This is an optimization exercise on Yosys and OpenROAD, whose aim is small area and a short achievable clock period, not a production implementation. RTL that was checked went through simulation tests only; none was proved equivalent to the original. No functional check of the RTL was part of runs 1 to 3 and 6. The clock port is modelled as an ideal driver, which makes a skipped or thinned clock tree look cheaper than it is; a real chip needs a root buffer or a tree.

===== flow/flow/run.sh =====
#!/bin/bash
# The standard layout, with three changes to how it is built:
# - the port buffers are the smallest plain buffer (buf_1) instead of the delay
#   buffer that buffer_ports picks on its own;
# - clock tree synthesis inserts no dummy load cells;
# - after clock tree synthesis, one root buffer drives every flip-flop
#   (flow/cts_hook.tcl), in place of a root and two leaf buffers.
set -euo pipefail
export BUFFER_PORTS_ARGS="-buffer_cell sky130_fd_sc_hd__buf_1"
export CTS_ARGS="-sink_clustering_enable -repair_clock_nets -dont_use_dummy_load"
export POST_CTS_TCL="$(pwd)/flow/cts_hook.tcl"
export CLOCK_ROOT_CELL=sky130_fd_sc_hd__clkbuf_8
bash standard.sh finish > standard.log 2>&1

===== flow/flow/cts_hook.tcl =====
# After clock tree synthesis: the design has few flip-flops, so drive all of
# them from the root clock buffer (upsized so their clock slew stays low) and
# remove the leaf buffers of the tree.
set block [ord::get_db_block]
set root [$block findInst clkbuf_0_clk]
set rootnet [[$root findITerm X] getNet]
foreach it [$rootnet getITerms] {
  set inst [$it getInst]
  if {$inst eq $root} { continue }
  if {![string match "*clkbuf*" [[$inst getMaster] getName]]} { continue }
  set leafnet [[$inst findITerm X] getNet]
  foreach sink [$leafnet getITerms] {
    if {[$sink getInst] eq $inst} { continue }
    $sink disconnect
    $sink connect $rootnet
  }
  puts "clock hook: removed [$inst getName]"
  odb::dbInst_destroy $inst
  odb::dbNet_destroy $leafnet
}
$root swapMaster [[ord::get_db] findMaster $::env(CLOCK_ROOT_CELL)]
puts "clock hook: root [$root getName] is [[$root getMaster] getName], driving [llength [$rootnet getITerms]] pins"
detailed_placement
estimate_parasitics -placement
report_clock_skew

===== flow/standard.sh =====
#!/bin/bash
# synth_recipe.tcl (not shown) runs the flow's synth.tcl, then flattens the netlist and writes it again
# the make line also repeats each setting of config.mk as NAME=value (left out here)
make -C /OpenROAD-flow-scripts/flow DESIGN_CONFIG=/design/flow/config.mk WORK_HOME=/design/flow/orfs CLKGATE_MAP_FILE= SYNTH_SCRIPT=/design/flow/synth_recipe.tcl "${@:-finish}"

===== flow/config.mk =====
export PLATFORM = sky130hd
export DESIGN_NAME = adc_display
export DESIGN_NICKNAME = adc_display
export VERILOG_FILES = /design/flow/design.v
export SDC_FILE = /design/flow/constraint.sdc
export NUM_CORES = 4
export LEC_CHECK = 0
export CAP_MARGIN = 20
export CORE_MARGIN = 2
export CORE_UTILIZATION = 40
export SLEW_MARGIN = 20
export SYNTH_HIERARCHICAL = 1

===== flow/constraint.sdc =====
create_clock -name core_clock -period 25.0 [get_ports {clk}]
set_input_delay 5.0000 -clock core_clock [delete_from_list [all_inputs] [get_ports {clk}]]
set_output_delay 5.0000 -clock core_clock [all_outputs]
set_load 0.01 [all_outputs]

===== flow/design.v =====
module full_add(input a, input b, input ci, output s, output co);
    assign s  = a ^ b ^ ci;
    assign co = (a & b) | (a & ci) | (b & ci);
endmodule
module half_add(input a, input b, output s, output co);
    assign s  = a ^ b;
    assign co = a & b;
endmodule
module and_bit(input a, input b, output y);
    assign y = a & b;
endmodule
module carry3(input a, input b, input ci, output co);
    assign co = (a & b) | (a & ci) | (b & ci);
endmodule
module times_five_hi #(parameter M = 12, parameter L = 3)
        (input [M-1:0] x, input cin, output [M-2:L] s, output [3:0] d);
    wire [M+2:L] t;
    wire [M:L]   cy;             
    assign cy[L] = cin;
    genvar j;
    generate
        for (j = L; j < M; j = j + 1) begin : add
            full_add fa(.a(x[j]), .b(x[j-2]), .ci(cy[j]), .s(t[j]), .co(cy[j+1]));
        end
    endgenerate
    wire cm1;
    half_add top0(.a(x[M-2]), .b(cy[M]), .s(t[M]),   .co(cm1));
    half_add top1(.a(x[M-1]), .b(cm1),   .s(t[M+1]), .co(t[M+2]));
    assign d = t[M+2:M-1];
    assign s = t[M-2:L];
endmodule
module frac_digits_hi(input [11:0] c, output full, output [3:0] d5, d4, output [9:0] x2);
    wire [10:0] x1;
    wire [9:0]  y2;
    wire [3:0]  e5, e4;
    wire        c1_3, c2_3;
    assign x1[1:0] = c[1:0];
    half_add h1(.a(c[2]), .b(c[0]), .s(x1[2]), .co(c1_3));
    times_five_hi #(12, 3) s1(.x(c), .cin(c1_3), .s(x1[10:3]), .d(e5));
    assign y2[2:0] = c[2:0];
    assign c2_3 = x1[2] & x1[0];
    times_five_hi #(11, 3) s2(.x(x1), .cin(c2_3), .s(y2[9:3]), .d(e4));
    assign full = &c[11:2] & (c[1] | c[0]);
    wire keep = ~full;
    wire [1:0] m5, m4;
    and_bit k53(.a(e5[3]), .b(keep), .y(m5[1]));
    and_bit k50(.a(e5[0]), .b(keep), .y(m5[0]));
    and_bit k43(.a(e4[3]), .b(keep), .y(m4[1]));
    and_bit k40(.a(e4[0]), .b(keep), .y(m4[0]));
    assign d5 = {m5[1], e5[2:1], m5[0]};
    assign d4 = {m4[1], e4[2:1], m4[0]};
    genvar i;
    generate
        for (i = 0; i < 10; i = i + 1) begin : mask
            and_bit k(.a(y2[i]), .b(keep), .y(x2[i]));
        end
    endgenerate
endmodule
module frac_digits_lo(input [9:0] x2, output [3:0] d3, d2, d1, d0);
    wire [8:0] x3;
    wire [7:0] x4;
    wire [6:0] x5;
    wire [5:0] x6;
    wire       c3_3, c4_3, c6_4;
    assign x3[1:0] = x2[1:0];
    half_add h3(.a(x2[2]), .b(x2[0]), .s(x3[2]), .co(c3_3));
    times_five_hi #(10, 3) s3(.x(x2), .cin(c3_3), .s(x3[8:3]), .d(d3));
    assign x4[2:0] = x2[2:0];
    assign c4_3 = x3[2] & x3[0];
    times_five_hi #(9, 3) s4(.x(x3), .cin(c4_3), .s(x4[7:3]), .d(d2));
    assign x5[2:0] = x3[2:0];
    times_five_hi #(8, 3) s5(.x(x4), .cin(c3_3), .s(x5[6:3]), .d(d1));
    assign x6[3:0] = x2[3:0];
    carry3 k6(.a(x5[3]), .b(x5[1]), .ci(c4_3), .co(c6_4));
    times_five_hi #(7, 4) s6(.x(x5), .cin(c6_4), .s(x6[5:4]), .d(d0));
endmodule
module led_bar(input [3:0] level, output [15:0] LED);
    genvar i;
    generate
        for (i = 0; i < 16; i = i + 1) begin : bar
            assign LED[i] = (level >= i);
        end
    endgenerate
endmodule
module adc_display(
    input         clk,
    input         ready,
    input  [15:0] data,
    output [15:0] LED,
    output [3:0]  dig0,
    output [3:0]  dig1,
    output [3:0]  dig2,
    output [3:0]  dig3,
    output [3:0]  dig4,
    output [3:0]  dig5,
    output [3:0]  dig6
);
    wire       full;
    wire [3:0] d5, d4;
    wire [9:0] x2;
    frac_digits_hi conv_hi(.c(data[15:4]), .full(full), .d5(d5), .d4(d4), .x2(x2));
    reg        full_q;
    reg [3:0]  d5_q, d4_q;
    reg [9:0]  x2_q;
    reg [3:0]  level;
    always @(posedge clk) begin
        full_q <= full;
        d5_q   <= d5;
        d4_q   <= d4;
        x2_q   <= x2;
        if (ready) level <= data[15:12];
    end
    led_bar bar(.level(level), .LED(LED));
    frac_digits_lo conv_lo(.x2(x2_q), .d3(dig3), .d2(dig2), .d1(dig1), .d0(dig0));
    assign dig4 = d4_q;
    assign dig5 = d5_q;
    assign dig6 = {3'b000, full_q};
endmodule

==> results.txt, run 1 <==
slowest CP cell fa_1; antenna violations before repair 0; last weighted congestion value of the routability-driven placer 0.830; post-route non-filler standard cell count 227; number of port buffers 53; most used cell along the critical path fa_1; max_cap viols 0; maximum operating frequency approximately 0.10 GHz; number of DRC markers in iteration 0 18; half-perimeter wire length of the detailed placement result between 2000 and 3000 µm; list of most frequent post-synthesis cells 38 x fa_1, 19 x dfxtp_1, 15 x and2_1; met3 GRT Util 0.0216; global-route wire length before repair 4700 µm; met2 usage in global routing 0.254; count of endpoints failing setup in the final report 0; number of clock sinks 23; fraction of layout cells with a size suffix above 1 0.0400; ordered cell list for the critical path ha_1, fa_1, fa_1, fa_1, fa_1, fa_1, fa_1, fa_1, ha_1, ha_1, buf_1; Overall Global Routing Usage 0.131; met1 GRT Util 0.149; number of vias in the routed layout 1060; setup TNS 0 ns; Fill cells 409; Synth warnings 7; DR WL/cell roughly 13 µm; chip height 70.4 µm; library cell with the largest summed area after synthesis fa_1; number of different library cells in the post-synthesis netlist 28; post-layout min period approximately 9.8 ns; Overflow after GRT 0; maximum number of pins on one net before global-route repair 24; Avg Synthesized Cell Area 13.8 µm²; post-synthesis sequential element count 23; async set-or-reset flop fraction in the synthesized netlist 0; smallest hold slack between 5 and 6 ns; critical path arrival 4.79 ns; core outline area 0.00429 mm²; cell area after synthesis 0.00177 mm²; worst path required time 20.00 ns; source of the worst hold timing path ready; Worst Setup Start Kind flop; number of flops mapped to enable cells by yosys 4; first-pass iteration count of the detailed router 4; Mapped Cells about 130; Max Fanout on Critical Path 3; part of the cycle the worst path needs 0.391; diode insertion count for antenna repair 0; utilization after layout 0.462; clock transition at the registers of the reported paths 0.12 ns; sequential-to-total area share from yosys stat 0.283; drt drc 0; total detailed-routing wirelength 2850 µm; Layout Nets 247; path class of the lowest-slack min-delay path input pin to flop; vias in the first global route between 1000 and 1500; top-count cell post-synth fa_1; Detail Route Antenna Nets 0; count of final max-slew check failures 0; cells taking the most area after synthesis fa_1 43%, dfxtp_1 22%, ha_1 9.9%; peak per-stage delay on the critical path 0.53 ns; Post-Place Cells 226; Ports 62; layout overhead on the synthesized area 12.3%; die area 0.00496 mm²; primary flip-flop cell chosen by synthesis mapping dfxtp_1; result of the run timing/DRC/antenna clean; area share of the largest cell type after synthesis 0.431; capturing element type of the critical path output port; setup repair after global routing missed its margin no; Critical Path Start x2_q[2]$_DFF_P_; via/cell ratio approximately 4.7; most used routing layer met2; category of the critical setup timing path flop to output port; total count of hold-check failures in the final report 0; Die Width around 70 µm; number of cell rows 24; effective utilization at floorplan 0.411
==> logic make-up after synthesis <==
group / Yosys count / share of synthesized area
DFF: 23 / 0.283
and+or+nand+nor: 32 / 0.103
adders and majority gates: 53 / 0.536
buffers and inverters: 11 / 0.0432
AOI/OAI and AO/OA: 7 / 0.0298
other: 2 / 0.00425
==> through the flow <==
step	cell area [µm²]	worst slack (ns)
2_1_floorplan	1770	15.63
3_3_place_gp	1970	15.36
6_report	1980	15.21
3_5_place_dp	1970	15.31
5_1_grt	1980	14.99
==> sequential cells by signal, indices dropped and copies added (netlist names) <==
| register | flops |
|---|---|
| x2_q | 10 |
| d4_q | 4 |
| d5_q | 4 |
| level | 4 |
| full_q | 1 |
==> layout make-up <==
| type | count | area [µm²] | area share |
|---|---|---|---|
| Inverter | 2 | 7.51 | 0.00379 |
| Multi-Input combinational cell | 96 | 1200 | 0.604 |
| Tap cell | 52 | 65.1 | 0.0328 |
| Sequential cell | 23 | 500 | 0.253 |
| Timing Repair Buffer | 53 | 199 | 0.100 |
| Clock buffer | 1 | 13.8 | 0.00694 |
==> worst paths after layout <==
kind	cells past startpoint	slack, ns	to
setup / recovery	11	15.21	dig0[2]
hold / removal	1	5.13	level[2]$_DFFE_PP_
==> critical path: cells and delay by family (launching register included) <==
kind       cells  cell delay [ns]
buf+inv        1             0.15
flops          1             0.43
fa+ha+maj     10             4.03
==> placed cells by master (no fill, tap or decap), drive strengths merged <==
| cell | count |
|---|---|
| buf | 53 |
| dfxtp | 19 |
| a31o | 1 |
| o21a | 1 |
| edfxtp | 4 |
| maj3 | 1 |
| fa | 38 |
| nand4 | 2 |
| inv | 2 |
| o211ai | 1 |
| a21oi | 1 |
| ha | 14 |
| and2 | 16 |
| or3 | 2 |
| conb | 4 |
| nor3 | 1 |
| nand2b | 1 |
| and3 | 1 |
| o21ai | 1 |
| nand2 | 4 |
| clkbuf | 1 |
| nor2b | 1 |
| a21o | 1 |
| nor2 | 4 |
| o31a | 1 |
==> modules after synthesis, one instance, submodules excluded, a selection <==
module	cells inside	cell area (µm²)	times used	flip-flops and latches
adc_display	28	534	1	23
and_bit	1	6.26	14	0
carry3	1	11.3	1	0
frac_digits_hi	6	38.8	1	0
frac_digits_lo	1	6.26	1	0
full_add	1	20.0	38	0
half_add	1	12.5	14	0
led_bar	26	151	1	0
==> per-layer routing <==
metal | up-vias | routed length (µm)
met5 | - | 0
met4 | 0 | 27
met3 | 2 | 138
met2 | 32 | 1600
met1 | 528 | 1090
li1 | 498 | -
==> run 2: changes to the inputs <==
--- a/flow/design.v
+++ b/flow/design.v
@@ -28,6 +28,23 @@
     half_add top1(.a(x[M-1]), .b(cm1),   .s(t[M+1]), .co(t[M+2]));
     assign d = t[M+2:M-1];
     assign s = t[M-2:L];
+endmodule
+module times_five_last #(parameter M = 7, parameter L = 4)
+        (input [M-1:0] x, input cin, output [3:0] d);
+    wire [M+2:M-1] t;
+    wire [M:L]     cy;           
+    assign cy[L] = cin;
+    genvar j;
+    generate
+        for (j = L; j < M-1; j = j + 1) begin : add
+            carry3 ca(.a(x[j]), .b(x[j-2]), .ci(cy[j]), .co(cy[j+1]));
+        end
+    endgenerate
+    full_add fa(.a(x[M-1]), .b(x[M-3]), .ci(cy[M-1]), .s(t[M-1]), .co(cy[M]));
+    wire cm1;
+    half_add top0(.a(x[M-2]), .b(cy[M]), .s(t[M]),   .co(cm1));
+    half_add top1(.a(x[M-1]), .b(cm1),   .s(t[M+1]), .co(t[M+2]));
+    assign d = t[M+2:M-1];
 endmodule
 module frac_digits_hi(input [11:0] c, output full, output [3:0] d5, d4, output [9:0] x2);
     wire [10:0] x1;
@@ -60,7 +77,6 @@
     wire [8:0] x3;
     wire [7:0] x4;
     wire [6:0] x5;
-    wire [5:0] x6;
     wire       c3_3, c4_3, c6_4;
     assign x3[1:0] = x2[1:0];
     half_add h3(.a(x2[2]), .b(x2[0]), .s(x3[2]), .co(c3_3));
@@ -70,9 +86,7 @@
     times_five_hi #(9, 3) s4(.x(x3), .cin(c4_3), .s(x4[7:3]), .d(d2));
     assign x5[2:0] = x3[2:0];
     times_five_hi #(8, 3) s5(.x(x4), .cin(c3_3), .s(x5[6:3]), .d(d1));
-    assign x6[3:0] = x2[3:0];
-    carry3 k6(.a(x5[3]), .b(x5[1]), .ci(c4_3), .co(c6_4));
-    times_five_hi #(7, 4) s6(.x(x5), .cin(c6_4), .s(x6[5:4]), .d(d0));
+    times_five_last #(7, 3) s6(.x(x5), .cin(c4_3), .d(d0));
 endmodule
 module led_bar(input [3:0] level, output [15:0] LED);
     genvar i;
--- a/flow/flow/run.sh
+++ b/flow/flow/run.sh
@@ -9,5 +9,7 @@
 export BUFFER_PORTS_ARGS="-buffer_cell sky130_fd_sc_hd__buf_1"
 export CTS_ARGS="-sink_clustering_enable -repair_clock_nets -dont_use_dummy_load"
 export POST_CTS_TCL="$(pwd)/flow/cts_hook.tcl"
-export CLOCK_ROOT_CELL=sky130_fd_sc_hd__clkbuf_8
+export CLOCK_ROOT_CELL=sky130_fd_sc_hd__clkbuf_16
+export SETUP_SLACK_MARGIN=15.45
+export SETUP_MOVE_SEQUENCE=sizeup,swap
 bash standard.sh finish > standard.log 2>&1
==> results.txt, run 2 <==
drt drc 0 (unchanged); count of endpoints failing setup in the final report 0 (unchanged); total detailed-routing wirelength 2860 µm (+0.18%); chip height 70.1 µm (-0.47%); post-route non-filler standard cell count 227 (unchanged); maximum number of pins on one net before global-route repair 24 (unchanged); fraction of layout cells with a size suffix above 1 0.183 (+0.143); result of the run timing/DRC/antenna clean; Detail Route Antenna Nets 0 (unchanged); vias in the first global route 1129 (+2.8%); pre-CTS setup slack 15.30 ns (-0.0114 ns); effective utilization at floorplan 0.407 (-0.00408); number of flops mapped to enable cells by yosys 4 (unchanged); Finished Cell Area 0.00207 mm² (+4.3%); via/cell ratio 4.79 (+2.6%); cells taking the most area after synthesis fa_1 41%, dfxtp_1 22%, ha_1 10%; Post-Place Cells 226 (unchanged); Avg Synthesized Cell Area 13.7 µm² (-0.99%); half-perimeter wire length of the detailed placement result 2490 µm (-1.7%); library cell with the largest summed area after synthesis fa_1; Max Fanout on Critical Path 3 (unchanged); async set-or-reset flop fraction in the synthesized netlist 0 (unchanged); global-route wire length before repair 4780 µm (+1.8%); met1 wire length 1100 µm (+1.0%); Ports 62 (unchanged); Layout Nets 245 (-0.81%); Mapped Cells 128 (unchanged); DR top layer met4; most common library cell in the layout ignoring fill and taps buf_1; critical path arrival 4.40 ns (-0.39 ns); diode insertion count for antenna repair 0 (unchanged); metal3 WL 167 µm (+21%); layout overhead on the synthesized area 18.3%; most used cells in the layout excluding fill and tap cells 50 x buf_1, 21 x fa_1, 18 x dfxtp_1; number of cell rows 24 (unchanged); antenna violations before repair 0 (unchanged); setup TNS 0 ns (unchanged); depth of the worst hold-timing path 2 (+1); capturing element type of the critical path output port; top-count cell post-synth fa_1; sequential-to-total area share from yosys stat 0.286 (+0.00284); metal2 WL 1580 µm (-1.3%); first-pass iteration count of the detailed router 4 (unchanged); clock transition at the registers of the reported paths 0.08 ns (-0.04 ns); number of port buffers 53 (unchanged); setup repair after global routing missed its margin no; primary flip-flop cell chosen by synthesis mapping dfxtp_1; setup ws final 15.60 ns (+0.385 ns); last weighted congestion value of the routability-driven placer 0.789 (-5.0%); category of the critical setup timing path flop to output port; worst path required time 20.00 ns (about the same); Critical Path Start x2_q[2]$_DFF_P_; total count of hold-check failures in the final report 0 (unchanged); die area 0.00491 mm² (-0.93%); part of the cycle the worst path needs 0.376 (-0.0154); number of different library cells in the post-synthesis netlist 28 (unchanged); max_cap viols 0 (unchanged); post-place instance area 0.00195 mm² (-0.89%); count of final max-slew check failures 0 (unchanged); number of vias in the routed layout 1088 (+2.6%); maximum operating frequency 0.106 GHz (+4.1%); Worst Setup Start Kind flop; Overflow after GRT 0 (unchanged); cell area after synthesis 0.00175 mm² (-0.99%); number of DRC markers in iteration 0 19 (+1); post-layout min period 9.40 ns (-0.385 ns); max reg flops 10 (unchanged); worst hold endpoint x2_q[0]$_DFF_P_; register with the highest flop count x2_q; core outline area 0.00429 mm² (unchanged); post-synthesis sequential element count 23 (unchanged); path class of the lowest-slack min-delay path input pin to flop; Overall Global Routing Usage 0.134 (+0.00268); number of clock sinks 23 (unchanged); area share of the largest cell type after synthesis 0.412 (-0.0186); Synth warnings 7 (unchanged); list of most frequent post-synthesis cells 36 x fa_1, 19 x dfxtp_1, 15 x and2_1; Die Width 70.1 µm (-0.47%); source of the worst hold timing path data[4]; DR WL/cell 12.6 µm (+0.18%)
-- run 2: worst max-delay path by stage --
stage | endpoint | slack (ns) | cells after the start
after global routing | d4_q[3]$_DFF_P_ | 15.45 | 14
final | dig0[2] | 15.60 | 11
after global placement | d4_q[3]$_DFF_P_ | 15.36 | 14
after detailed placement | d4_q[3]$_DFF_P_ | 15.30 | 14
after floorplan | d4_q[3]$_DFF_P_ | 15.63 | 13
-- run 2: kinds of logic after synthesis --
kind of cell               Yosys count  synth area share
and+or+nand+nor                     32             0.104
DFF                                 23             0.286
buffers and inverters               11            0.0437
AOI/OAI and AO/OA                    7            0.0301
other                                2           0.00430
adders and majority gates           53             0.532
-- run 2: routing by layer --
layer	GRT usage	vias up
met5	0	-
li1	-	504
met4	0.0192	0
met3	0.0202	2
met2	0.266	32
met1	0.152	550
-- run 2: critical path, stage by stage (launching register included) --
cell	delay, ns
dfxtp_4	0.38
ha_4	0.18
fa_2	0.61
fa_2	0.48
fa_2	0.38
fa_2	0.41
fa_2	0.40
fa_2	0.52
fa_2	0.38
ha_4	0.18
ha_4	0.25
buf_6	0.09
-- run 2: cell type report --
class,count,area [µm²]
clock buffer,1,25.0
multi-input combinational,96,1260
timing repair buffer,53,209
inverter,2,7.51
tap,52,65.1
sequential,23,504
fill,418,2230
-- run 2: metrics by stage --
step / util / hold slack (ns)
2_1_floorplan: - / 5.10
3_3_place_gp: 0.454 / 5.31
3_5_place_dp: 0.454 / 5.32
5_1_grt: 0.481 / 5.13
6_report: 0.481 / 5.12
-- run 2: Yosys stat by module (local to each module, per instance), excerpt --
module | copies in the design | cells inside | cell area (µm²)
adc_display | 1 | 28 | 534
led_bar | 1 | 26 | 151
frac_digits_hi | 1 | 6 | 38.8
full_add | 36 | 1 | 20.0
half_add | 14 | 1 | 12.5
carry3 | 3 | 1 | 11.3
and_bit | 14 | 1 | 6.26
frac_digits_lo | 1 | 1 | 6.26
==> run 3: changes to the inputs <==
--- a/flow/flow/run.sh
+++ b/flow/flow/run.sh
@@ -10,6 +10,4 @@
 export CTS_ARGS="-sink_clustering_enable -repair_clock_nets -dont_use_dummy_load"
 export POST_CTS_TCL="$(pwd)/flow/cts_hook.tcl"
 export CLOCK_ROOT_CELL=sky130_fd_sc_hd__clkbuf_16
-export SETUP_SLACK_MARGIN=15.45
-export SETUP_MOVE_SEQUENCE=sizeup,swap
 bash standard.sh finish > standard.log 2>&1
==> results.txt, run 3 <==
worst path required time 20.00 ns (about the same); path class of the lowest-slack min-delay path input pin to flop; Max Fanout on Critical Path 3 (unchanged); ordered cell list for the critical path ha_1, fa_1, fa_1, fa_1, fa_1, fa_1, fa_1, fa_1, ha_1, ha_1, buf_1; footprint of the flip-flops and latches 500 µm² (-0.74%); max_cap viols 0 (unchanged); fraction of layout cells with a size suffix above 1 0.0514 (-0.131); antenna violations before repair 0 (unchanged); total detailed-routing wirelength 2860 µm (unchanged); setup repair after global routing missed its margin no; critical path arrival 4.70 ns (+0.30 ns); core outline area 0.00429 mm² (unchanged); last weighted congestion value of the routability-driven placer 0.789 (unchanged); post-place instance area 0.00195 mm² (unchanged); Avg Synthesized Cell Area 13.7 µm² (unchanged); post-layout min period 9.70 ns (+0.297 ns); Finished Cell Area 0.00198 mm² (-4.4%); peak per-stage delay on the critical path 0.51 ns (-0.10 ns); number of clock sinks 23 (unchanged); chip height 70.1 µm (unchanged); most used cells in the layout excluding fill and tap cells 53 x buf_1, 36 x fa_1, 19 x dfxtp_1; async set-or-reset flop fraction in the synthesized netlist 0 (unchanged); library cell with the largest summed area after synthesis fa_1; Synth warnings 7 (unchanged); most used cell along the critical path fa_1; utilization after layout 0.460 (-0.0213); cells taking the most area after synthesis fa_1 41%, dfxtp_1 22%, ha_1 10%; Detail Route Antenna Nets 0 (unchanged); max reg flops 10 (unchanged); global-route wire length before repair 4770 µm (-0.15%); most common library cell in the layout ignoring fill and taps buf_1; Overall Global Routing Usage 0.134 (about the same); number of vias in the routed layout 1084 (-0.37%); Buf+Inv Stages, Crit Path 1 (unchanged); number of cell rows 24 (unchanged); part of the cycle the worst path needs 0.388 (+0.0119); combined area of the multi-input logic cells 0.00118 mm² (-6.2%); clock transition at the registers of the reported paths 0.08 ns (about the same); sequential-to-total area share from yosys stat 0.286 (unchanged); Worst Setup Start Kind flop; diode insertion count for antenna repair 0 (unchanged); die area 0.00491 mm² (unchanged); capturing element type of the critical path output port; number of DRC markers in iteration 0 28 (+9); layout overhead on the synthesized area 13.0%; via/cell ratio 4.78 (-0.37%); number of different library cells in the post-synthesis netlist 28 (unchanged); drt drc 0 (unchanged); Overflow after GRT 0 (unchanged); Crit path max-delay family adder cells; register with the highest flop count x2_q; primary flip-flop cell chosen by synthesis mapping dfxtp_1; Mapped Cells 128 (unchanged); DR WL/cell 12.6 µm (unchanged); result of the run timing/DRC/antenna clean; Layout Nets 245 (unchanged); Fill cells 428 (+2.4%); cell area after synthesis 0.00175 mm² (unchanged); list of most frequent post-synthesis cells 36 x fa_1, 19 x dfxtp_1, 15 x and2_1; area share of the largest cell type after synthesis 0.412 (unchanged); slowest CP cell fa_1; maximum operating frequency 0.103 GHz (-3.1%); Ports 62 (unchanged); number of port buffers 53 (unchanged); vias in the first global route 1129 (unchanged); total count of hold-check failures in the final report 0 (unchanged); category of the critical setup timing path flop to output port; half-perimeter wire length of the detailed placement result 2490 µm (unchanged); count of endpoints failing setup in the final report 0 (unchanged); effective utilization at floorplan 0.407 (unchanged); post-synthesis sequential element count 23 (unchanged); count of final max-slew check failures 0 (unchanged); top-count cell post-synth fa_1; maximum number of pins on one net before global-route repair 24 (unchanged); first-pass iteration count of the detailed router 4 (unchanged); Die Width 70.1 µm (unchanged); setup TNS 0 ns (unchanged); number of flops mapped to enable cells by yosys 4 (unchanged)
## run 3: area by class of cell
class | count | area share
Multi-Input combinational cell | 96 | 0.597
Tap cell | 52 | 0.0329
Inverter | 2 | 0.00380
Sequential cell | 23 | 0.253
Clock buffer | 1 | 0.0127
Timing Repair Buffer | 53 | 0.101
## run 3: path summary, 6_finish.rpt
path / startpoint / to / slack (ns) / cells past startpoint
setup / recovery: x2_q[2]$_DFF_P_ / dig0[2] / 15.30 / 11
hold / removal: ready / level[2]$_DFFE_PP_ / 5.15 / 1
## run 3: through the flow
step / setup slack (ns) / instances / hold slack [ns]
floorplan: 15.63 / 130 / 5.10
global placement: 15.36 / 226 / 5.31
detailed placement: 15.30 / 226 / 5.32
global route: 15.08 / 227 / 5.16
finish: 15.30 / 227 / 5.15
## run 3: cells by family (layout without fill, tap and decap cells)
group | Yosys count | after routing | synth area share
buffers and inverters | 11 | 56 | 0.0437
AOI/OAI and AO/OA | 7 | 7 | 0.0301
adders and majority gates | 53 | 53 | 0.532
and+or+nand+nor | 32 | 32 | 0.104
DFF | 23 | 23 | 0.286
other | 2 | 4 | 0.00430
## run 3: per-module statistics from Yosys (local to each module, per instance), excerpt
module	cells	area (µm²)	flops+latches	copies in the design
adc_display	28	534	23	1
and_bit	1	6.26	0	14
carry3	1	11.3	0	3
frac_digits_hi	6	38.8	0	1
frac_digits_lo	1	6.26	0	1
full_add	1	20.0	0	36
half_add	1	12.5	0	14
led_bar	26	151	0	1
## run 3: routing by layer
layer,share of wire,vias up,track usage
li1,-,506,-
met1,0.40,546,0.153
met2,0.54,30,0.266
met3,0.055,2,0.0202
met4,0.0049,0,0.0192
met5,0,-,0
==> run 4: changes to the inputs <==
--- a/flow/design.v
+++ b/flow/design.v
@@ -77,7 +77,7 @@
     wire [8:0] x3;
     wire [7:0] x4;
     wire [6:0] x5;
-    wire       c3_3, c4_3, c6_4;
+    wire       c3_3, c4_3;
     assign x3[1:0] = x2[1:0];
     half_add h3(.a(x2[2]), .b(x2[0]), .s(x3[2]), .co(c3_3));
     times_five_hi #(10, 3) s3(.x(x2), .cin(c3_3), .s(x3[8:3]), .d(d3));
--- a/flow/flow/run.sh
+++ b/flow/flow/run.sh
@@ -10,4 +10,6 @@
 export CTS_ARGS="-sink_clustering_enable -repair_clock_nets -dont_use_dummy_load"
 export POST_CTS_TCL="$(pwd)/flow/cts_hook.tcl"
 export CLOCK_ROOT_CELL=sky130_fd_sc_hd__clkbuf_16
+export SETUP_SLACK_MARGIN=15.7
+export SETUP_MOVE_SEQUENCE=swap
 bash standard.sh finish > standard.log 2>&1
==> results.txt, run 4 <==
result of the run timing/DRC/antenna clean; Post-Place Cells 226 (unchanged); critical path arrival 4.64 ns (-0.06 ns); number of vias in the routed layout 1090 (+0.55%); setup repair after global routing missed its margin yes; DR WL/cell 12.9 µm (+2.5%); peak per-stage delay on the critical path 0.51 ns (about the same); clock transition at the registers of the reported paths 0.08 ns (about the same); effective utilization at floorplan 0.407 (unchanged); first-pass iteration count of the detailed router 4 (unchanged); antenna violations before repair 0 (unchanged); layout overhead on the synthesized area 14.3%; post-synthesis sequential element count 23 (unchanged); number of cell rows 24 (unchanged); most common library cell in the layout ignoring fill and taps buf_1; Synth warnings 7 (unchanged); Max Fanout on Critical Path 3 (unchanged); path class of the lowest-slack min-delay path input pin to flop; Worst Setup Start Kind flop; cell area after synthesis 0.00175 mm² (unchanged); depth of the worst hold-timing path 1 (unchanged); Crit path max-delay family adder cells; via/cell ratio 4.80 (+0.55%); post-route non-filler standard cell count 227 (unchanged); category of the critical setup timing path flop to output port; chip height 70.1 µm (unchanged); Mapped Cells 128 (unchanged); Avg Synthesized Cell Area 13.7 µm² (unchanged); core outline area 0.00429 mm² (unchanged); most used cells in the layout excluding fill and tap cells 53 x buf_1, 27 x fa_1, 19 x dfxtp_1; drt drc 0 (unchanged); async set-or-reset flop fraction in the synthesized netlist 0 (unchanged); total count of hold-check failures in the final report 0 (unchanged); die area 0.00491 mm² (unchanged); maximum operating frequency 0.104 GHz (+0.63%); area share of the largest cell type after synthesis 0.412 (unchanged); top-count cell post-synth fa_1; diode insertion count for antenna repair 0 (unchanged); setup TNS 0 ns (unchanged); slowest CP cell fa_1; count of endpoints failing setup in the final report 0 (unchanged); Overall Global Routing Usage 0.137 (+0.00284); most used cell along the critical path fa_1; total detailed-routing wirelength 2930 µm (+2.5%); number of DRC markers in iteration 0 19 (-32%); number of different library cells in the post-synthesis netlist 28 (unchanged); number of port buffers 53 (unchanged); count of final max-slew check failures 0 (unchanged); Fill cells 405 (-5.4%); sequential-to-total area share from yosys stat 0.286 (unchanged); list of most frequent post-synthesis cells 36 x fa_1, 19 x dfxtp_1, 15 x and2_1; Detail Route Antenna Nets 0 (unchanged); ordered cell list for the critical path ha_1, fa_1, fa_1, fa_1, fa_1, fa_1, fa_1, fa_1, ha_1, ha_1, buf_1; part of the cycle the worst path needs 0.385 (-0.00241); Die Width 70.1 µm (unchanged); Overflow after GRT 0 (unchanged); vias in the first global route 1123 (-0.53%); fraction of layout cells with a size suffix above 1 0.103 (+0.0514); maximum number of pins on one net before global-route repair 24 (unchanged); number of clock sinks 23 (unchanged); last weighted congestion value of the routability-driven placer 0.762 (-3.4%); post-layout min period 9.64 ns (-0.0602 ns); worst hold endpoint level[2]$_DFFE_PP_; Buf+Inv Stages, Crit Path 1 (unchanged); worst path required time 20.00 ns (about the same); number of flops mapped to enable cells by yosys 4 (unchanged); Layout Nets 245 (unchanged); source of the worst hold timing path ready; max_cap viols 0 (unchanged); capturing element type of the critical path output port; global-route wire length before repair 4900 µm (+2.6%); library cell with the largest summed area after synthesis fa_1; register with the highest flop count x2_q; cells taking the most area after synthesis fa_1 41%, dfxtp_1 22%, ha_1 10%; primary flip-flop cell chosen by synthesis mapping dfxtp_1; half-perimeter wire length of the detailed placement result 2550 µm (+2.6%); Ports 62 (unchanged); max reg flops 10 (unchanged)
run 4: layer usage:
| layer | share of wire | track usage | vias to the layer above |
|---|---|---|---|
| li1 | - | - | 503 |
| met1 | 0.40 | 0.162 | 545 |
| met2 | 0.53 | 0.263 | 40 |
| met3 | 0.068 | 0.0231 | 2 |
| met4 | 0.0048 | 0.0192 | 0 |
| met5 | 0 | 0 | - |
run 4: worst max path at each step:
stage	start	to	slack [ns]	depth (start not counted)
final	x2_q[2]$_DFF_P_	dig0[2]	15.36	11
after global placement	data[6]	d4_q[3]$_DFF_P_	15.45	14
after detailed placement	data[6]	d4_q[3]$_DFF_P_	15.37	14
after floorplan	data[6]	d4_q[3]$_DFF_P_	15.72	13
after global routing	x2_q[2]$_DFF_P_	dig0[2]	15.15	11
run 4: cell families after synthesis:
| family | Yosys count | synth area share |
|---|---|---|
| flip-flops | 23 | 0.286 |
| AND/OR/NAND/NOR | 32 | 0.104 |
| buffers and inverters | 11 | 0.0437 |
| other | 2 | 0.00430 |
| AO/OA/AOI/OAI | 7 | 0.0301 |
| adder cells (fa/ha/maj) | 53 | 0.532 |
run 4: Yosys stat by module (local to each module, per instance), a selection:
module,copies in the design,flops+latches,cell area (µm²)
carry3,3,0,11.3
half_add,14,0,12.5
adc_display,1,23,534
and_bit,14,0,6.26
frac_digits_hi,1,0,38.8
full_add,36,0,20.0
led_bar,1,0,151
frac_digits_lo,1,0,6.26
run 4: stage by stage:
step                utilization  hold WS, ns  worst slack, ns  cell area [µm²]
floorplan                     -         5.10            15.72             1780
global placement          0.459         5.31            15.45             1970
detailed placement        0.459         5.32            15.37             1970
global route              0.465         5.16            15.15             2000
finish                    0.465         5.16            15.36             2000
run 4: cell type report:
cell class | instances | area, µm² | area share
multi-input cells | 96 | 1200 | 0.601
flip-flops and latches | 23 | 500 | 0.250
repair buffers | 53 | 199 | 0.0996
well taps | 52 | 65.1 | 0.0326
clock buffers | 1 | 25.0 | 0.0125
inverters | 2 | 7.51 | 0.00376
==> run 5: changes to the inputs <==
--- a/flow/flow/run.sh
+++ b/flow/flow/run.sh
@@ -10,6 +10,4 @@
 export CTS_ARGS="-sink_clustering_enable -repair_clock_nets -dont_use_dummy_load"
 export POST_CTS_TCL="$(pwd)/flow/cts_hook.tcl"
 export CLOCK_ROOT_CELL=sky130_fd_sc_hd__clkbuf_16
-export SETUP_SLACK_MARGIN=15.7
-export SETUP_MOVE_SEQUENCE=swap
 bash standard.sh finish > standard.log 2>&1
==> results.txt, run 5 <==
Synth warnings 7 (unchanged); Overflow after GRT 0 (unchanged); post-synthesis sequential element count 23 (unchanged); total count of hold-check failures in the final report 0 (unchanged); most common library cell in the layout ignoring fill and taps buf_1; area share of the largest cell type after synthesis 0.412 (unchanged); list of most frequent post-synthesis cells 36 x fa_1, 19 x dfxtp_1, 15 x and2_1; number of flops mapped to enable cells by yosys 4 (unchanged); die area 0.00491 mm² (unchanged); number of DRC markers in iteration 0 28 (+9); depth of the worst hold-timing path 1 (unchanged); sequential-to-total area share from yosys stat 0.286 (unchanged); async set-or-reset flop fraction in the synthesized netlist 0 (unchanged); setup TNS 0 ns (unchanged); count of endpoints failing setup in the final report 0 (unchanged); max reg flops 10 (unchanged); critical path arrival 4.70 ns (+0.06 ns); chip height 70.1 µm (unchanged); result of the run timing/DRC/antenna clean; antenna violations before repair 0 (unchanged); complex-gate fraction of the synthesized area 0.0301 (unchanged); DR WL/cell 12.6 µm (-2.4%); number of clock sinks 23 (unchanged); cells taking the most area after synthesis fa_1 41%, dfxtp_1 22%, ha_1 10%; total detailed-routing wirelength 2860 µm (-2.4%); first-pass iteration count of the detailed router 4 (unchanged); arithmetic-cell share of the synthesized area counting full adders, half adders and majority gates 0.532 (unchanged); number of port buffers 53 (unchanged); number of different library cells in the post-synthesis netlist 28 (unchanged); part of the cycle the worst path needs 0.388 (+0.00241); Crit path max-delay family adder cells; most used cells in the layout excluding fill and tap cells 53 x buf_1, 36 x fa_1, 19 x dfxtp_1; last weighted congestion value of the routability-driven placer 0.789 (+3.5%); peak per-stage delay on the critical path 0.51 ns (about the same); fraction of layout cells with a size suffix above 1 0.0514 (-0.0514); area share of and/or/nand/nor cells after synthesis 0.104 (unchanged); vias in the first global route 1129 (+0.53%); Die Width 70.1 µm (unchanged); number of cell rows 24 (unchanged); Buf+Inv Stages, Crit Path 1 (unchanged); maximum operating frequency 0.103 GHz (-0.62%); count of final max-slew check failures 0 (unchanged); pre-CTS setup slack 15.30 ns (-0.0685 ns); Detail Route Antenna Nets 0 (unchanged); Mapped Cells 128 (unchanged); via/cell ratio 4.78 (-0.55%); utilization after layout 0.460 (-0.00524); Critical Path Start x2_q[2]$_DFF_P_; library cell with the largest summed area after synthesis fa_1; capturing element type of the critical path output port; Avg Synthesized Cell Area 13.7 µm² (unchanged); main combinational cell family by area after synthesis adder cells; clock transition at the registers of the reported paths 0.08 ns (about the same); maximum number of pins on one net before global-route repair 24 (unchanged); multiplexer share of the synthesized area 0 (unchanged); logic depth of the worst path, buffers included 11 (unchanged); slowest CP cell fa_1; worst path required time 20.00 ns (about the same); category of the critical setup timing path flop to output port; ordered cell list for the critical path ha_1, fa_1, fa_1, fa_1, fa_1, fa_1, fa_1, fa_1, ha_1, ha_1, buf_1; register with the highest flop count x2_q; setup repair after global routing missed its margin no; diode insertion count for antenna repair 0 (unchanged); number of vias in the routed layout 1084 (-0.55%); layout overhead on the synthesized area 13.0%; Overall Global Routing Usage 0.134 (-0.00284); Ports 62 (unchanged); global-route wire length before repair 4770 µm (-2.6%); drt drc 0 (unchanged); setup ws final 15.30 ns (-0.0602 ns); post-synthesis xor/xnor area fraction 0 (unchanged); post-layout min period 9.70 ns (+0.0602 ns); core outline area 0.00429 mm² (unchanged); Max Fanout on Critical Path 3 (unchanged); capturing instance or port of the critical path dig0[2]; cell area after synthesis 0.00175 mm² (unchanged); effective utilization at floorplan 0.407 (unchanged); half-perimeter wire length of the detailed placement result 2490 µm (-2.6%); most used cell along the critical path fa_1; max_cap viols 0 (unchanged); Layout Nets 245 (unchanged); Worst Setup Start Kind flop; top-count cell post-synth fa_1; primary flip-flop cell chosen by synthesis mapping dfxtp_1; path class of the lowest-slack min-delay path input pin to flop
## run 5: cell types whose count changed in the layout (fill, tap and decap cells not counted)
cell / delta
fa_1: +9
fa_2: -9
## run 5: final cells by class
class	instances	area [µm²]
Clock buffer	1	25.0
Fill cell	428	2320
Inverter	2	7.51
Multi-Input combinational cell	96	1180
Sequential cell	23	500
Tap cell	52	65.1
Timing Repair Buffer	53	199
## run 5: logic make-up (layout without fill, tap and decap cells)
group	count (synthesis)	in the layout
and+or+nand+nor	32	32
other	2	4
DFF	23	23
adders and majority gates	53	53
buffers and inverters	11	56
AOI/OAI and AO/OA	7	7
## run 5: through the flow
stage | area (µm²) | cells | hold WS (ns)
global placement | 1950 | 226 | 5.31
global route | 1980 | 227 | 5.16
detailed placement | 1950 | 226 | 5.32
floorplan | 1760 | 130 | 5.10
finish | 1980 | 227 | 5.15
## run 5: layer usage
layer	part of all wire	GRT usage	routed length (µm)	up-vias
met5	0	0	0	-
li1	-	-	-	506
met1	0.40	0.153	1130	546
met4	0.0049	0.0192	14	0
met3	0.055	0.0202	156	2
met2	0.54	0.266	1560	30
## run 5: Yosys stat by module, one instance, submodules excluded, excerpt
module / cells inside / flip-flops and latches / area, µm²
half_add: 1 / 0 / 12.5
frac_digits_hi: 6 / 0 / 38.8
adc_display: 28 / 23 / 534
and_bit: 1 / 0 / 6.26
frac_digits_lo: 1 / 0 / 6.26
full_add: 1 / 0 / 20.0
led_bar: 26 / 0 / 151
carry3: 1 / 0 / 11.3
## run 5: worst min-delay path by stage
stage          startpoint                  to
2_1_floorplan    data[12]  level[0]$_DFFE_PP_
3_3_place_gp        ready  level[3]$_DFFE_PP_
3_5_place_dp        ready  level[2]$_DFFE_PP_
5_1_grt             ready  level[2]$_DFFE_PP_
6_report            ready  level[2]$_DFFE_PP_
==> run 6: changes to the inputs <==
--- a/flow/design.v
+++ b/flow/design.v
@@ -46,46 +46,55 @@
     half_add top1(.a(x[M-1]), .b(cm1),   .s(t[M+1]), .co(t[M+2]));
     assign d = t[M+2:M-1];
 endmodule
-module frac_digits_hi(input [11:0] c, output full, output [3:0] d5, d4, output [9:0] x2);
+module frac_digits_hi(input [11:0] c, output full, output [3:0] d5, d4, d3, output [8:0] x3);
     wire [10:0] x1;
-    wire [9:0]  y2;
-    wire [3:0]  e5, e4;
+    wire [9:0]  x2;
+    wire [8:0]  y3;
+    wire [3:0]  e5, e4, e3;
     wire        c1_3, c2_3;
     assign x1[1:0] = c[1:0];
     half_add h1(.a(c[2]), .b(c[0]), .s(x1[2]), .co(c1_3));
     times_five_hi #(12, 3) s1(.x(c), .cin(c1_3), .s(x1[10:3]), .d(e5));
-    assign y2[2:0] = c[2:0];
-    assign c2_3 = x1[2] & x1[0];
-    times_five_hi #(11, 3) s2(.x(x1), .cin(c2_3), .s(y2[9:3]), .d(e4));
+    assign x2[2:0] = c[2:0];
+    and_bit a2(.a(x1[2]), .b(x1[0]), .y(c2_3));
+    times_five_hi #(11, 3) s2(.x(x1), .cin(c2_3), .s(x2[9:3]), .d(e4));
+    assign y3[2:0] = x1[2:0];
+    times_five_hi #(10, 3) s3(.x(x2), .cin(c1_3), .s(y3[8:3]), .d(e3));
     assign full = &c[11:2] & (c[1] | c[0]);
     wire keep = ~full;
-    wire [1:0] m5, m4;
-    and_bit k53(.a(e5[3]), .b(keep), .y(m5[1]));
-    and_bit k50(.a(e5[0]), .b(keep), .y(m5[0]));
-    and_bit k43(.a(e4[3]), .b(keep), .y(m4[1]));
-    and_bit k40(.a(e4[0]), .b(keep), .y(m4[0]));
-    assign d5 = {m5[1], e5[2:1], m5[0]};
-    assign d4 = {m4[1], e4[2:1], m4[0]};
+    wire [5:0] m;
+    and_bit k53(.a(e5[3]), .b(keep), .y(m[5]));
+    and_bit k50(.a(e5[0]), .b(keep), .y(m[4]));
+    and_bit k43(.a(e4[3]), .b(keep), .y(m[3]));
+    and_bit k40(.a(e4[0]), .b(keep), .y(m[2]));
+    and_bit k33(.a(e3[3]), .b(keep), .y(m[1]));
+    and_bit k30(.a(e3[0]), .b(keep), .y(m[0]));
+    assign d5 = {m[5], e5[2:1], m[4]};
+    assign d4 = {m[3], e4[2:1], m[2]};
+    assign d3 = {m[1], e3[2:1], m[0]};
+    wire [8:0] mx;
     genvar i;
     generate
-        for (i = 0; i < 10; i = i + 1) begin : mask
-            and_bit k(.a(y2[i]), .b(keep), .y(x2[i]));
+        for (i = 0; i < 9; i = i + 1) begin : mask
+            if (i >= 4 && i <= 6) begin : zero
+                assign mx[i] = y3[i];
+            end else begin : gate
+                and_bit k(.a(y3[i]), .b(keep), .y(mx[i]));
+            end
         end
     endgenerate
+    assign x3 = mx;
 endmodule
-module frac_digits_lo(input [9:0] x2, output [3:0] d3, d2, d1, d0);
-    wire [8:0] x3;
+module frac_digits_lo(input [8:0] x3, output [3:0] d2, d1, d0);
     wire [7:0] x4;
     wire [6:0] x5;
-    wire       c3_3, c4_3;
-    assign x3[1:0] = x2[1:0];
-    half_add h3(.a(x2[2]), .b(x2[0]), .s(x3[2]), .co(c3_3));
-    times_five_hi #(10, 3) s3(.x(x2), .cin(c3_3), .s(x3[8:3]), .d(d3));
-    assign x4[2:0] = x2[2:0];
-    assign c4_3 = x3[2] & x3[0];
+    wire       c4_3, c5_3;
+    assign x4[1:0] = x3[1:0];
+    half_add h4(.a(x3[2]), .b(x3[0]), .s(x4[2]), .co(c4_3));
     times_five_hi #(9, 3) s4(.x(x3), .cin(c4_3), .s(x4[7:3]), .d(d2));
     assign x5[2:0] = x3[2:0];
-    times_five_hi #(8, 3) s5(.x(x4), .cin(c3_3), .s(x5[6:3]), .d(d1));
+    and_bit a5(.a(x4[2]), .b(x4[0]), .y(c5_3));
+    times_five_hi #(8, 3) s5(.x(x4), .cin(c5_3), .s(x5[6:3]), .d(d1));
     times_five_last #(7, 3) s6(.x(x5), .cin(c4_3), .d(d0));
 endmodule
 module led_bar(input [3:0] level, output [15:0] LED);
@@ -110,22 +119,24 @@
     output [3:0]  dig6
 );
     wire       full;
-    wire [3:0] d5, d4;
-    wire [9:0] x2;
-    frac_digits_hi conv_hi(.c(data[15:4]), .full(full), .d5(d5), .d4(d4), .x2(x2));
+    wire [3:0] d5, d4, d3;
+    wire [8:0] x3;
+    frac_digits_hi conv_hi(.c(data[15:4]), .full(full), .d5(d5), .d4(d4), .d3(d3), .x3(x3));
     reg        full_q;
-    reg [3:0]  d5_q, d4_q;
-    reg [9:0]  x2_q;
+    reg [3:0]  d5_q, d4_q, d3_q;
+    reg [8:0]  x3_q;
     reg [3:0]  level;
     always @(posedge clk) begin
         full_q <= full;
         d5_q   <= d5;
         d4_q   <= d4;
-        x2_q   <= x2;
+        d3_q   <= d3;
+        x3_q   <= x3;
         if (ready) level <= data[15:12];
     end
     led_bar bar(.level(level), .LED(LED));
-    frac_digits_lo conv_lo(.x2(x2_q), .d3(dig3), .d2(dig2), .d1(dig1), .d0(dig0));
+    frac_digits_lo conv_lo(.x3(x3_q), .d2(dig2), .d1(dig1), .d0(dig0));
+    assign dig3 = d3_q;
     assign dig4 = d4_q;
     assign dig5 = d5_q;
     assign dig6 = {3'b000, full_q};
==> results.txt, run 6 <==
max_cap viols 0 (unchanged); area share of the largest cell type after synthesis 0.402 (-0.0106); Post-Place Cells 227 (+0.44%); Buf+Inv Stages, Crit Path 1 (unchanged); number of different library cells in the post-synthesis netlist 27 (-3.6%); setup repair after global routing missed its margin no; main combinational cell family by area after synthesis adder cells; category of the critical setup timing path input pin to flop; post-synthesis sequential element count 26 (+13%); Layout Nets 246 (+0.41%); half-perimeter wire length of the detailed placement result 2440 µm (-1.9%); Worst Setup Start Kind input pin; post-route non-filler standard cell count 228 (+0.44%); number of cell rows 24 (unchanged); last weighted congestion value of the routability-driven placer 0.812 (+2.9%); smallest hold slack 5.15 ns (-0.00601 ns); cell area after synthesis 0.00179 mm² (+2.6%); total detailed-routing wirelength 2770 µm (-3.0%); most common library cell in the layout ignoring fill and taps buf_1; fraction of layout cells with a size suffix above 1 0.0455 (-0.00597); effective utilization at floorplan 0.415 (+0.00788); most used cells in the layout excluding fill and tap cells 53 x buf_1, 36 x fa_1, 22 x dfxtp_1; chip height 71.0 µm (+1.2%); diode insertion count for antenna repair 0 (unchanged); number of flops mapped to enable cells by yosys 4 (unchanged); Max Fanout on Critical Path 4 (+1); vias in the first global route 1189 (+5.3%); Ports 62 (unchanged); top-count cell post-synth fa_1; async set-or-reset flop fraction in the synthesized netlist 0 (unchanged); area share of and/or/nand/nor cells after synthesis 0.0934 (-0.0103); number of vias in the routed layout 1077 (-0.65%); register with the highest flop count x3_q; Crit path max-delay family adder cells; clock transition at the registers of the reported paths 0.09 ns (about the same); setup TNS 0 ns (unchanged); total count of hold-check failures in the final report 0 (unchanged); number of clock sinks 26 (+13%); part of the cycle the worst path needs 0.390 (+0.00221); Overall Global Routing Usage 0.136 (+0.00172); via/cell ratio 4.72 (-1.1%); path class of the lowest-slack min-delay path input pin to flop; Finished Cell Area 0.00202 mm² (+2.3%); Synth warnings 7 (unchanged); worst path required time 25.06 ns (+5.06 ns); Detail Route Antenna Nets 0 (unchanged); maximum operating frequency 0.103 GHz (-0.57%); max reg flops 9 (-1); core outline area 0.00432 mm² (+0.70%); Fill cells 402 (-6.1%); critical path arrival 9.81 ns (+5.11 ns); cells taking the most area after synthesis fa_1 40%, dfxtp_1 25%, ha_1 9.8%; Die Width 71.0 µm (+1.2%); peak per-stage delay on the critical path 0.57 ns (+0.06 ns); ordered cell list for the critical path buf_1, ha_1, fa_1, fa_1, fa_1, fa_1, fa_1, fa_1, fa_1, fa_1, fa_1, ha_1, ha_1, and2_1; Mapped Cells 129 (+0.78%); complex-gate fraction of the synthesized area 0.0293 (-0.000776); number of DRC markers in iteration 0 25 (-11%); global-route wire length before repair 5020 µm (+5.1%); count of endpoints failing setup in the final report 0 (unchanged); post-place instance area 0.00200 mm² (+2.4%); first-pass iteration count of the detailed router 4 (unchanged); result of the run timing/DRC/antenna clean; number of port buffers 53 (unchanged); die area 0.00504 mm² (+2.5%); arithmetic-cell share of the synthesized area counting full adders, half adders and majority gates 0.518 (-0.0137); maximum number of pins on one net before global-route repair 27 (+13%); primary flip-flop cell chosen by synthesis mapping dfxtp_1; Critical Path Start data[6]; multiplexer share of the synthesized area 0 (unchanged); Overflow after GRT 0 (unchanged); list of most frequent post-synthesis cells 36 x fa_1, 22 x dfxtp_1, 14 x and2_1, 14 x ha_1, 5 x buf_4; post-synthesis xor/xnor area fraction 0 (unchanged); slowest CP cell fa_1; layout overhead on the synthesized area 12.7%; antenna violations before repair 0 (unchanged); drt drc 0 (unchanged); post-layout min period 9.75 ns (+0.0552 ns); most used cell along the critical path fa_1; count of final max-slew check failures 0 (unchanged); capturing element type of the critical path flop; Avg Synthesized Cell Area 13.9 µm² (+1.9%); DR WL/cell 12.2 µm (-3.4%); source of the worst hold timing path ready; library cell with the largest summed area after synthesis fa_1; sequential-to-total area share from yosys stat 0.312 (+0.0261)
## run 6: kinds of logic (layout without fill, tap and decap cells)
group / Yosys count / count (layout)
AND/OR/NAND/NOR: 30 / 30
buffers and inverters: 11 / 56
adder cells (fa/ha/maj): 53 / 53
flip-flops: 26 / 26
other: 2 / 4
AO/OA/AOI/OAI: 7 / 7
## run 6: routing by layer
metal  routed length (µm)  vias to the layer above  part of all wire  track usage
li1                     -                      510                 -            -
met1                 1050                      528              0.38        0.161
met2                 1520                       37              0.55        0.259
met3                  182                        2             0.066       0.0214
met4                   26                        0            0.0094       0.0252
met5                    0                        -                 0            0
## run 6: modules after synthesis, one instance, submodules excluded, a selection
module | cell area (µm²) | flip-flops and latches
frac_digits_hi | 31.3 | 0
carry3 | 11.3 | 0
adc_display | 594 | 26
led_bar | 151 | 0
half_add | 12.5 | 0
and_bit | 6.26 | 0
full_add | 20.0 | 0
## run 6: layout make-up
class / count / area, µm² / area share
multi-input combinational: 94 / 1160 / 0.576
sequential: 26 / 561 / 0.277
timing repair buffer: 53 / 199 / 0.0984
tap: 52 / 65.1 / 0.0322
clock buffer: 1 / 25.0 / 0.0124
inverter: 2 / 7.51 / 0.00371
## run 6: through the flow
step | util | worst slack (ns)
6_report | 0.468 | 15.25
5_1_grt | 0.468 | 15.00
3_5_place_dp | 0.462 | 15.04
3_3_place_gp | 0.462 | 15.07
2_1_floorplan | - | 15.41
## run 6: worst paths after layout
kind | slack, ns | cells past startpoint | endpoint
min | 5.15 | 1 | level[2]$_DFFE_PP_
max | 15.25 | 14 | d3_q[3]$_DFF_P_

separate check: timing with driven ports:
The flow's constraints put no driver on any port. The routed layouts listed below were extracted and timed again, unchanged, in two steps.
Step 1, drivers: a clkbuf_16 drives clk and a buf_2 each remaining input, both assumed.
Step 2 moves the port delays by t, midway between the first and last clock arrival at a register: inputs arrive t later, outputs are due t later. That takes back most of the time a late clock gives input paths.
Slacks: no drivers / after step 1 / after step 2; pairs: no drivers / after step 1.
run | shift t [ns] | slack for setup (ns) | hold WS [ns] | cell pins on the clock port's net
run 1 | 0.197 | 15.214 / 15.189 / 15.340 | 5.125 / 5.122 / 5.318 | 1
run 2 | 0.175 | 15.600 / 15.572 / 15.443 | 5.118 / 5.112 / 5.287 | 1
run 3 | 0.174 | 15.303 / 15.276 / 15.308 | 5.152 / 5.146 / 5.321 | 1
run 4 | 0.176 | 15.363 / 15.335 / 15.446 | 5.160 / 5.153 / 5.329 | 1
run 5 | 0.174 | 15.303 / 15.276 / 15.308 | 5.152 / 5.146 / 5.321 | 1
run 6 | 0.184 | 15.248 / 15.249 / 15.065 | 5.146 / 5.139 / 5.323 | 1
After both steps setup and hold are still met in every run listed. The setup slack of run 6, which loses most, moves by +0.001 ns with the drivers and by -0.183 ns with both steps.
